Source: an optimization exercise on an open RTL-to-GDS flow (aim: small area, a short achievable clock period and few clock cycles). Production flows keep margins and buffers that such runs may drop.
Only simulation tests tie the RTL to the original design; equivalence was not proved.
Power is estimated from default activity; no workload was simulated.

==> inputs of trial 70 <==
## Core
module Core(
	input						clk,
	input						rst,
	input						debug_core,
	input						debug_next_inst,
	input			[15:0]	data_from_ram,
	input			[15:0]	mouse_x,
	input			[15:0]	mouse_y,
	input						x_overflow,
	input						y_overflow,
	input						data_ready,
	input						left_click,
	input						right_click,
	output reg	[14:0]	ram_address,
	output		[15:0]	data_to_ram,
	output reg				web
	);
	localparam ADD 		= 5'b00000;
	localparam SUB 		= 5'b00001;
	localparam ADDI 		= 5'b00010;
	localparam SHLLI 		= 5'b00011;
	localparam SHRLI 		= 5'b00100;
	localparam JUMP 		= 5'b00101;
	localparam ADDR 		= 5'b00110;
	localparam JUMPL 		= 5'b00111;
	localparam JUMPG 		= 5'b01000;
	localparam JUMPE 		= 5'b01001;
	localparam JUMPNE 	= 5'b01010;
	localparam CMP 		= 5'b01011;
	localparam RET 		= 5'b01100;
	localparam LOAD 		= 5'b01101;
	localparam LOADI 		= 5'b01110;
	localparam STORE 		= 5'b01111;
	localparam MOV 		= 5'b10000;
	localparam INCRSR 	= 5'b10001;
	localparam INDRAW		= 5'b10010;
	localparam INERSR		= 5'b10011;
	localparam SETCOLR	= 5'b10100;
	reg [14:0] fpc;			 
	reg        fv;				 
	reg [15:0] q0, q1;
	reg        p_jmp, p_jl, p_jg, p_je, p_jne, p_ld, p_st;
	reg        q0v, q1v;
	reg [14:0] pc;				 
	reg        pred;			 
	reg        e_lda;			 
	reg        e_ldb;			 
	reg        e_st;			 
	reg        e_ex;			 
	reg        e_we;			 
	reg        e_ldwe;		 
	reg [4:0]  e_rd;
	reg        e_wsx;			 
	reg        e_wzx;			 
	reg [23:0] ea, eb;
	reg [5:0]  e_sh;
	reg        e_add, e_sub, e_shl, e_shr, e_addr, e_passb, e_nib, e_cmp, e_setc;
	reg [1:0]  e_nibk;		 
	reg status_ZF, status_GF, status_LF;
	reg [3:0] selected_color;
	wire [23:0] rd_a, rd_b;
	RegisterFile _RegisterFile(.clk				(clk),
										.rst				(rst),
										.read_data_1	(rd_a),
										.read_data_2	(rd_b),
										.read_index_1	(q0[4:0]),
										.read_index_2	(q0[9:5]),
										.write_index	(e_rd),
										.write_enable	(e_wr),
										.write_data		(e_res),
										.mouse_x			(mouse_x),
										.mouse_y			(mouse_y),
										.x_overflow		(x_overflow),
										.y_overflow		(y_overflow),
										.left_click		(left_click),
										.right_click	(right_click),
										.data_ready		(data_ready));
	wire [23:0] A = ea;
	wire [23:0] B = eb;
	wire [23:0] sum;
  ...
Settings: LEC_CHECK=0, ABC_AREA=1, CAP_MARGIN=20, CORE_MARGIN=2, CORE_UTILIZATION=55, CTS_CLUSTER_DIAMETER=60, CTS_CLUSTER_SIZE=25, PLACE_DENSITY=0.7, SETUP_SLACK_MARGIN=4.2, SLEW_MARGIN=20, TNS_END_PERCENT=0; clock period 7.0 ns.
run.sh (not shown) runs the stock make flow with config.mk's settings and CLKGATE_MAP_FILE= SYNTH_SCRIPT=/design/flow/synth_recipe.tcl, a recipe that flattens the netlist after the stock synthesis.
==> inputs of build 72, as changes to trial 70 <==
- CTS_CLUSTER_DIAMETER: 60 -> 100
- SETUP_SLACK_MARGIN: 4.2 -> 4.5
==> impl_metrics.env <==
export IMPL_clock_latency_ns=0.65
export IMPL_use_met1_pct=57.3
export IMPL_dr_pass1_iters=8
export IMPL_post_route_util_pct=66.3
export IMPL_reg2reg_slack_ns=3.53
export IMPL_combPwrFrac_pct=41.9
export IMPL_status="timing/DRC/antenna clean"
# the run above: build 72

==> impl_metrics.env <==
export IMPL_status="timing/DRC/antenna clean"
export IMPL_grt_overflow=0
export IMPL_top_register="_RegisterFile.g_r.r"
export IMPL_cts_buffers=51
export IMPL_clock_latency_ns=0.67
export IMPL_combPwrFrac_pct=39.3
export IMPL_slew_limit_headroom_pct=24.8
export IMPL_use_met1_pct=57.5
export IMPL_reg2reg_slack_ns=3.61
export IMPL_cts_sinks=674
# the run above: trial 70

Testbench counts of trial 70, summed over its fixed seeds: cycles 55,308.
Testbench counts of build 72, summed over its fixed seeds: cycles 55,308.


==> job 6264 <==
Core, a different RTL version from the one above (not shown whole).
==> flow/design.v (excerpt) <==
module Core(
	input						clk,
	input						rst,
	input						debug_core,
	input						debug_next_inst,
	input			[15:0]	data_from_ram,
	input			[15:0]	mouse_x,
	input			[15:0]	mouse_y,
	input						x_overflow,
	input						y_overflow,
	input						data_ready,
	input						left_click,
	input						right_click,
	output reg	[14:0]	ram_address,
	output		[15:0]	data_to_ram,
	output					web
	);
	localparam ADD 		= 5'b00000;
	localparam SUB 		= 5'b00001;
	localparam ADDI 		= 5'b00010;
	localparam SHLLI 		= 5'b00011;
	localparam SHRLI 		= 5'b00100;
	localparam JUMP 		= 5'b00101;
	localparam ADDR 		= 5'b00110;
	localparam JUMPL 		= 5'b00111;
	localparam JUMPG 		= 5'b01000;
	localparam JUMPE 		= 5'b01001;
	localparam JUMPNE 	= 5'b01010;
	localparam CMP 		= 5'b01011;
	localparam RET 		= 5'b01100;
	localparam LOAD 		= 5'b01101;
	localparam LOADI 		= 5'b01110;
	localparam STORE 		= 5'b01111;
	localparam MOV 		= 5'b10000;
	localparam INCRSR 	= 5'b10001;
	localparam INDRAW		= 5'b10010;
	localparam INERSR		= 5'b10011;
	localparam SETCOLR	= 5'b10100;
	reg [14:0] fpc;			 
	reg        fv;				 
	reg [15:0] q0, q1;
	reg        q0v, q1v;
	reg [14:0] pc;				 
	reg        e_lda;			 
	reg        e_ldb;			 
	reg        e_st;			 
	reg        e_ex;			 
	reg        e_we;			 
	reg        e_ldwe;		 
	reg [4:0]  e_rd;
	reg        e_wsx;			 
	reg        e_wzx;			 
	reg [23:0] ea, eb;
	reg [5:0]  e_sh;
	reg        e_add, e_sub, e_shl, e_shr, e_addr, e_passb, e_nib, e_cmp, e_setc;
	reg [1:0]  e_nibk;		 
	reg status_ZF, status_GF, status_LF;
  ...
Settings: LEC_CHECK=0, CAP_MARGIN=20, CORE_MARGIN=2, CORE_UTILIZATION=30, PLACE_DENSITY=0.5, SLEW_MARGIN=20; clock period 7.0 ns.
==> job 9524 (differences from job 6264) <==
--- a/flow/design.v
+++ b/flow/design.v
@@ -240,13 +240,13 @@
 	wire d_writes = (d_op == ADD) | (d_op == SUB) | d_addi | (d_op == SHLLI) | (d_op == SHRLI)
 	              | (d_op == ADDR) | (d_op == MOV) | d_loadi | d_nib;
 	wire [4:0] d_wr = (d_op == ADDR) ? 5'd31 : d_nib ? 5'd16 : d_ra;
 	wire d_wr_sx = (d_wr <= 5'd18);
 	wire d_wr_zx = (d_wr == 5'd21);
 	wire d_wr_ok = d_wr_sx | d_wr_zx | (d_wr >= 5'd27);
-	wire d_taken = d_jmp | (d_jl & f_lf) | (d_jg & f_gf) | (d_je & f_zf) | (d_jne & ~f_zf);
+	wire d_taken = (q0[10:0] != 11'd0) & (d_jmp | (d_jl & f_lf) | (d_jg & f_gf) | (d_je & f_zf) | (d_jne & ~f_zf));
 	wire [14:0] pc1 = pc + 15'd1;
 	wire [14:0] target = pc1 + {{4{q0[10]}}, q0[10:0]};
 	wire dbg_ok = ~debug_core | debug_next_inst;
 	wire issue = q0v & ~e_lda & dbg_ok;
 	wire redirect = issue & d_taken;
 	wire [1:0] q_after = q0v + q1v + fv - issue;
==> flow/config.mk (replaced) <==
export PLATFORM = sky130hd
export DESIGN_NAME = Core
export DESIGN_NICKNAME = Core
export VERILOG_FILES = /design/flow/design.v
export SDC_FILE = /design/flow/constraint.sdc
export NUM_CORES = 4
export LEC_CHECK = 0
export CAP_MARGIN = 20
export CORE_MARGIN = 2
export CORE_UTILIZATION = 40
export PLACE_DENSITY = 0.6
export SETUP_SLACK_MARGIN = 4.2
export SLEW_MARGIN = 20
==> results.txt <==
metric	job 9524	job 6264
Number of inserted filler cells in the final layout	7561	12270
Number of diodes	4	0
TritonCTS buffer count	71	74
Highest clock rate	252.0 MHz	193.6 MHz
CP Max Fanout	3	24
Count of non-filler cells in the finished layout	5085	5108
Post-synthesis compound-gate area fraction	0.2074	0.2036
Startpoint of the lowest-slack register-to-register path	eb[8]	ea[0]
Number of violations reported at the end of detailed-routing iteration 0	6648	4861
Routed wire per std cell	35.01 um	32.95 um
Number of multi-input combinational cells in the layout	2351	2360
Worst path bufs/invs	4	1
CP max stage delay	0.56 ns	0.87 ns
Overall Power	16.62 mW	14.38 mW
Number of antenna violations at the first check in global routing	3	8
Final worst setup slack	3.031 ns	1.834 ns
Run status	finished clean	finished clean
Testbench counts of job 6264, summed over its fixed seeds: cycles 58,330.
Testbench counts of job 9524, summed over its fixed seeds: cycles 56,511.

[static timing again, ports no longer ideal]
The flow's constraints put no driver on any port. The routed layouts listed below were extracted and timed again, unchanged, in two steps. Step 1, drivers: a clkbuf_16 drives clk and a buf_2 each remaining input, both assumed. Step 2 times the ports against the registers' clock, not the clock port: input delays grow and output delays shrink by t, the midpoint of the rising clock arrivals with the driver on. Three values: no drivers, after step 1, after step 2; two values: the first two.
run | shift t [ns] | slack for setup (ns) | slew at the worst register clock pin (ns) | cell pins on the clock port's net
trial 70 | 0.711 | 3.610 / 3.610 / 3.077 | 0.09 / 0.09 | 1
build 72 | 0.679 | 3.530 / 3.530 / 3.052 | 0.12 / 0.12 | 1
job 6264 | 0.708 | 1.834 / 1.834 / 1.834 | 0.07 / 0.07 | 1
job 9524 | 0.710 | 3.031 / 3.031 / 3.009 | 0.07 / 0.07 | 1
After both steps setup and hold are still met in every run listed. For trial 70, which loses most, drivers alone change the setup slack by 0.000 ns; drivers and shift together by -0.533 ns.
